This design comes from an exercise in tuning for small area, a short achievable clock period and few clock cycles per item on the open sky130 flow, not from production work. RTL that was checked went through simulation tests only; none was proved equivalent to the original. Power and IR drop assume default switching activity.

==> job 4833: inputs <==
==> flow/design.v <==
`timescale 1ns / 1ps
module lz77_decomp_core (
    input  logic        clk,
    input  logic        rst_n,
    input  logic        tok_valid,
    input  logic [7:0]  tok_dist,
    input  logic [3:0]  tok_len,
    input  logic [7:0]  tok_lit,
    input  logic        tok_last,
    output logic        tok_pop,
    input  logic        out_room,      
    output logic        out_push,
    output logic [7:0]  out_byte,
    output logic        out_last
);
    localparam int GBITS = 5;                  
    localparam int GSIZE = 1 << GBITS;
    localparam int NGRP  = 256 >> GBITS;
    localparam int SEG = 32;
    logic [7:0] hist [0:255];
    logic [4:0]             rot;       
    logic                   started;   
    logic                   ok;
    assign ok = (rot == '0);
    logic             c1_v, c1_copy, c1_last, c1_d1;
    logic [7:0]       c1_lit;
    logic [GSIZE-1:0] lo_oh;                   
    logic [7-GBITS:0] c1_hi;                   
    logic [3:0]       k;                       
    logic             c2_v, c2_last;
    logic [NGRP-1:0]  c2_gsel;                 
    logic             c2_psel;                 
    logic [7:0]       part [0:NGRP-1];         
    logic shift, f2, f1;
    assign shift = c2_v && out_room && ok;     
    assign f2    = ok && (!c2_v || out_room);  
    assign f1    = !c1_v || f2;                
    logic c2v_next;
    assign c2v_next = f2 ? c1_v : c2_v;
    logic n_copy;
    assign n_copy  = (k != tok_len);
    assign tok_pop = f1 && tok_valid && !n_copy;
    logic [7:0]       dm1, dm2;
    logic [GSIZE-1:0] oh1;
    assign dm1 = tok_dist - 8'd1;
    assign dm2 = tok_dist - 8'd2;
    always_comb
        for (int j = 0; j < GSIZE; j++) oh1[j] = (dm1[GBITS-1:0] == j);
    always_ff @(posedge clk) begin
        if (!rst_n) begin
            c1_v    <= 1'b0;
            c2_v    <= 1'b0;
            k       <= '0;
            rot     <= '0;
            started <= 1'b0;
        end else begin
            if (shift)        started <= 1'b1;
            if (!shift && started) rot <= rot + 1'b1;
            if (f1) begin
                c1_v <= tok_valid;
                if (tok_valid) begin
                    if (n_copy) k <= k + 1'b1;
                    else        k <= '0;
                end
            end
            if (f2) c2_v <= c1_v;
        end
    end
    always_ff @(posedge clk) begin
        if (f1) begin
            c1_copy <= n_copy;
            c1_last <= tok_last && !n_copy;
            c1_lit  <= tok_lit;
            c1_d1   <= (tok_dist == 8'd1);
            c1_hi   <= c2v_next ? dm2[7:GBITS] : dm1[7:GBITS];
            lo_oh   <= c2v_next ? {oh1[0], oh1[GSIZE-1:1]} : oh1;
        end
        if (f2) begin
            c2_last <= c1_last;
            c2_psel <= c1_copy && c1_d1 && c2_v;
            for (int g = 0; g < NGRP; g++)
                c2_gsel[g] <= c1_copy ? (!(c1_d1 && c2_v) && (c1_hi == g)) : (g == 0);
            for (int g = 0; g < NGRP; g++) begin
                logic [7:0] acc;
                acc = '0;
                for (int j = 0; j < GSIZE; j++)
                    acc = acc | (hist[g * GSIZE + j] & {8{lo_oh[j]}});
                if (g == 0 && !c1_copy) part[g] <= c1_lit;
                else                    part[g] <= acc;
            end
        end
    end
    logic [7:0] nbyte;
    always_comb begin
        nbyte = hist[0] & {8{c2_psel}};
        for (int g = 0; g < NGRP; g++)
            nbyte = nbyte | (part[g] & {8{c2_gsel[g]}});
    end
    always_ff @(posedge clk) begin
        for (int i = 0; i < 256; i++) begin
            if (i % SEG != 0)  hist[i] <= hist[i-1];
            else if (!shift)   hist[i] <= hist[i+SEG-1];
            else if (i == 0)   hist[i] <= nbyte;
            else               hist[i] <= hist[i-1];
        end
    end
    assign out_push = shift;
    assign out_byte = nbyte;
    assign out_last = c2_last;
endmodule
`timescale 1ns/1ps
module lz77_decomp_stream (
    input  logic        clk,
    input  logic        rst_n,
    input  logic [19:0] s_axis_tdata,
    input  logic        s_axis_tvalid,
    output logic        s_axis_tready,
    input  logic        s_axis_tlast,
    output logic [7:0]  m_axis_tdata,
    output logic        m_axis_tvalid,
    input  logic        m_axis_tready,
    output logic        m_axis_tlast
);
    logic [20:0] h_d, s_d;
    logic        h_v, s_v;
    logic        in_rdy;                  
    assign s_axis_tready = in_rdy;
    logic acc, pop_tok;
    assign acc = s_axis_tvalid && in_rdy;
    always_ff @(posedge clk) begin
        if (!rst_n) begin
            h_v    <= 1'b0;
            s_v    <= 1'b0;
            in_rdy <= 1'b1;
        end else begin
            if (pop_tok || !h_v) begin
                h_v    <= s_v || acc;
                s_v    <= 1'b0;
                in_rdy <= 1'b1;
            end else begin
                s_v    <= s_v || acc;
                in_rdy <= !(s_v || acc);
            end
        end
    end
    always_ff @(posedge clk) begin
        if (pop_tok || !h_v) h_d <= s_v ? s_d : {s_axis_tlast, s_axis_tdata};
        if (!s_v)            s_d <= {s_axis_tlast, s_axis_tdata};
    end
    logic       out_room, out_push, out_last;
    logic [7:0] out_byte;
    lz77_decomp_core u_core (
        .clk       (clk),
        .rst_n     (rst_n),
        .tok_valid (h_v),
        .tok_dist  (h_d[19:12]),
        .tok_len   (h_d[11:8]),
        .tok_lit   (h_d[7:0]),
        .tok_last  (h_d[20]),
        .tok_pop   (pop_tok),
        .out_room  (out_room),
        .out_push  (out_push),
        .out_byte  (out_byte),
        .out_last  (out_last)
    );
    logic       o_v;
    logic [8:0] o_d;
    assign out_room      = !o_v || m_axis_tready;
    assign m_axis_tvalid = o_v;
    assign m_axis_tdata  = o_d[7:0];
    assign m_axis_tlast  = o_d[8];
    always_ff @(posedge clk) begin
        if (!rst_n)        o_v <= 1'b0;
        else if (out_room) o_v <= out_push;
    end
    always_ff @(posedge clk) begin
        if (out_push) o_d <= {out_last, out_byte};
    end
endmodule
==> flow/run.sh <==
#!/bin/bash
# synth_recipe.tcl (not shown) runs the flow's synth.tcl, then flattens the netlist and writes it again
# the make line also repeats each setting of config.mk as NAME=value (left out here)
make -C /OpenROAD-flow-scripts/flow DESIGN_CONFIG=/design/flow/config.mk WORK_HOME=/design/flow/orfs CLKGATE_MAP_FILE= SYNTH_SCRIPT=/design/flow/synth_recipe.tcl finish
==> flow/config.mk <==
export PLATFORM = sky130hd
export DESIGN_NAME = lz77_decomp_stream
export DESIGN_NICKNAME = lz77_decomp_stream
export VERILOG_FILES = /design/flow/design.v
export SDC_FILE = /design/flow/constraint.sdc
export NUM_CORES = 4
export LEC_CHECK = 0
export CAP_MARGIN = 20
export CORE_MARGIN = 2
export CORE_UTILIZATION = 40
export CTS_CLUSTER_DIAMETER = 100
export CTS_CLUSTER_SIZE = 30
export SETUP_SLACK_MARGIN = 4.4
export SLEW_MARGIN = 20
==> flow/constraint.sdc <==
create_clock -name core_clock -period 7.0 [get_ports {clk}]
set_input_delay 1.4000 -clock core_clock [delete_from_list [all_inputs] [get_ports {clk}]]
set_output_delay 1.4000 -clock core_clock [all_outputs]
set_load 0.01 [all_outputs]
==> inputs of job 198, as changes to job 4833 <==
--- a/flow/design.v
+++ b/flow/design.v
@@ -16,9 +16,9 @@
     localparam int GBITS = 5;                  
     localparam int GSIZE = 1 << GBITS;
     localparam int NGRP  = 256 >> GBITS;
-    localparam int SEG = 32;
+    localparam int SEG = 16;
     logic [7:0] hist [0:255];
-    logic [4:0]             rot;       
+    logic [3:0]             rot;       
     logic                   started;   
     logic                   ok;
     assign ok = (rot == '0);
@@ -30,7 +30,9 @@
     logic             c2_v, c2_last;
     logic [NGRP-1:0]  c2_gsel;                 
     logic             c2_psel;                 
-    logic [7:0]       part [0:NGRP-1];         
+    logic             c2_lsel;                 
+    logic [7:0]       c2_lit;
+    logic [7:0]       part [0:NGRP-1];
     logic shift, f2, f1;
     assign shift = c2_v && out_room && ok;     
     assign f2    = ok && (!c2_v || out_room);  
@@ -40,12 +42,8 @@
     logic n_copy;
     assign n_copy  = (k != tok_len);
     assign tok_pop = f1 && tok_valid && !n_copy;
-    logic [7:0]       dm1, dm2;
-    logic [GSIZE-1:0] oh1;
-    assign dm1 = tok_dist - 8'd1;
-    assign dm2 = tok_dist - 8'd2;
-    always_comb
-        for (int j = 0; j < GSIZE; j++) oh1[j] = (dm1[GBITS-1:0] == j);
+    logic [7:0] sel_n;
+    assign sel_n = tok_dist - 8'd1 - {7'd0, c2v_next};
     always_ff @(posedge clk) begin
         if (!rst_n) begin
             c1_v    <= 1'b0;
@@ -72,27 +70,29 @@
             c1_last <= tok_last && !n_copy;
             c1_lit  <= tok_lit;
             c1_d1   <= (tok_dist == 8'd1);
-            c1_hi   <= c2v_next ? dm2[7:GBITS] : dm1[7:GBITS];
-            lo_oh   <= c2v_next ? {oh1[0], oh1[GSIZE-1:1]} : oh1;
+            c1_hi   <= sel_n[7:GBITS];
+            for (int j = 0; j < GSIZE; j++)
+                lo_oh[j] <= (sel_n[GBITS-1:0] == j);
         end
         if (f2) begin
             c2_last <= c1_last;
+            c2_lit  <= c1_lit;
+            c2_lsel <= !c1_copy;
             c2_psel <= c1_copy && c1_d1 && c2_v;
             for (int g = 0; g < NGRP; g++)
-                c2_gsel[g] <= c1_copy ? (!(c1_d1 && c2_v) && (c1_hi == g)) : (g == 0);
+                c2_gsel[g] <= c1_copy && !(c1_d1 && c2_v) && (c1_hi == g);
             for (int g = 0; g < NGRP; g++) begin
                 logic [7:0] acc;
                 acc = '0;
                 for (int j = 0; j < GSIZE; j++)
                     acc = acc | (hist[g * GSIZE + j] & {8{lo_oh[j]}});
-                if (g == 0 && !c1_copy) part[g] <= c1_lit;
-                else                    part[g] <= acc;
+                part[g] <= acc;
             end
         end
     end
     logic [7:0] nbyte;
     always_comb begin
-        nbyte = hist[0] & {8{c2_psel}};
+        nbyte = (c2_lit & {8{c2_lsel}}) | (hist[0] & {8{c2_psel}});
         for (int g = 0; g < NGRP; g++)
             nbyte = nbyte | (part[g] & {8{c2_gsel[g]}});
     end
@@ -123,23 +123,19 @@
 );
     logic [20:0] h_d, s_d;
     logic        h_v, s_v;
-    logic        in_rdy;                  
-    assign s_axis_tready = in_rdy;
+    assign s_axis_tready = !s_v;
     logic acc, pop_tok;
-    assign acc = s_axis_tvalid && in_rdy;
+    assign acc = s_axis_tvalid && !s_v;
     always_ff @(posedge clk) begin
         if (!rst_n) begin
-            h_v    <= 1'b0;
-            s_v    <= 1'b0;
-            in_rdy <= 1'b1;
+            h_v <= 1'b0;
+            s_v <= 1'b0;
         end else begin
             if (pop_tok || !h_v) begin
-                h_v    <= s_v || acc;
-                s_v    <= 1'b0;
-                in_rdy <= 1'b1;
+                h_v <= s_v || acc;
+                s_v <= 1'b0;
             end else begin
-                s_v    <= s_v || acc;
-                in_rdy <= !(s_v || acc);
+                s_v <= s_v || acc;
             end
         end
     end
@@ -163,17 +159,29 @@
         .out_byte  (out_byte),
         .out_last  (out_last)
     );
-    logic       o_v;
-    logic [8:0] o_d;
-    assign out_room      = !o_v || m_axis_tready;
+    logic       o_v, k_v;
+    logic [8:0] o_d, k_d;
+    assign out_room      = !k_v;
     assign m_axis_tvalid = o_v;
     assign m_axis_tdata  = o_d[7:0];
     assign m_axis_tlast  = o_d[8];
+    logic pop;
+    assign pop = o_v && m_axis_tready;
     always_ff @(posedge clk) begin
-        if (!rst_n)        o_v <= 1'b0;
-        else if (out_room) o_v <= out_push;
+        if (!rst_n) begin
+            o_v <= 1'b0;
+            k_v <= 1'b0;
+        end else begin
+            if (!o_v || pop) begin
+                o_v <= k_v || out_push;
+                k_v <= 1'b0;
+            end else begin
+                k_v <= k_v || out_push;
+            end
+        end
     end
     always_ff @(posedge clk) begin
-        if (out_push) o_d <= {out_last, out_byte};
+        if (!o_v || pop) o_d <= k_v ? k_d : {out_last, out_byte};
+        if (!k_v)        k_d <= {out_last, out_byte};
     end
 endmodule
- CORE_UTILIZATION: 40 -> 55
==> comparison table <==
| metric | job 198 | job 4833 |
|---|---|---|
| Launch instance of the worst min-delay path | u_core.hist[215][1] | u_core.hist[227][7] |
| Run status | complete, no violations | complete, no violations |
| Combined flip-flop and latch cell area | 46680 um^2 | 46250 um^2 |
| Via total after detailed routing | 35.87k | 36.14k |
| Total number of tap cells | 1414 | 1930 |
| Final standard cell utilization of the core | 59.55% | 43.70% |
| Global-route track usage on met1 | 43.89% | 31.95% |
| Lkg Pwr | 24.13 nW | 23.67 nW |
| Fraction of final layout cells with drive strength greater than 1 | 7.570% | 5.806% |
| Worst hold slack | 0.3255 ns | 0.3348 ns |
| Amount of wire on met3 after detailed routing | 11.45 mm | 13.24 mm |
| Clock buffers and inverters, area share | 3.704% | 3.645% |
| Placed Cells | 5480 | 6038 |
| Switching Fraction | 23.74% | 22.66% |
| Site row count | 121 | 141 |
| Count of flip-flops with a built-in enable after synthesis | 159 | 150 |
| Setup Buffers After CTS | 11 | 14 |
| Combinational group share of total power | 5.6% | 3.8% |
| Reg2Reg Capture Point | o_d[5] | u_core.part[6][6] |
| Sequential element share of the synthesized area | 77.13% | 77.86% |
| Net Sw Power | 4.894 mW | 4.541 mW |
| Number of non-clock buffers in the layout | 126 | 123 |
| Share of the synthesized netlist area taken by xor and xnor gates | 0.2171% | 0.1475% |
| Met3 Resource Use GR | 3.771% | 2.995% |
| Clock skew after layout | 0.02864 ns | 0.03195 ns |
| Fin area | 64920 um^2 | 64530 um^2 |
| Depth of the worst register-to-register path | 3 | 4 |
Testbench counts of job 198, summed over its fixed seeds: cycles 77,530, bytes 77,498.
The RTL of job 4833 was laid out without a check of its function.

[static timing again, ports no longer ideal]
The flow's constraints put no driver on any port. The routed layouts listed below were extracted and timed again, unchanged, in two steps.
Step 1, drivers: a clkbuf_16 drives clk and a buf_2 each remaining input, both assumed.
Step 2, shift: input delay + t, output delay - t, t = (earliest + latest rising clock arrival at the registers) / 2. This alone moves slack from input paths to output paths.
Three values: ideal, step 1, step 2; two values: the first two.
run | shift t [ns] | setup slack, ns | worst hold slack (ns) | clock arrival spread, ns | worst slew at a driven data input, ns
job 4833 | 0.808 | 4.160 / 4.082 / 3.637 | 0.335 / 0.335 / 0.335 | 0.041 / 0.041 | 0.06
job 198 | 0.793 | 4.235 / 4.155 / 3.926 | 0.326 / 0.326 / 0.326 | 0.034 / 0.034 | 0.08
After both steps setup and hold are still met in every run listed. The setup slack of job 4833, which loses most, moves by -0.078 ns with the drivers and by -0.523 ns with both steps.
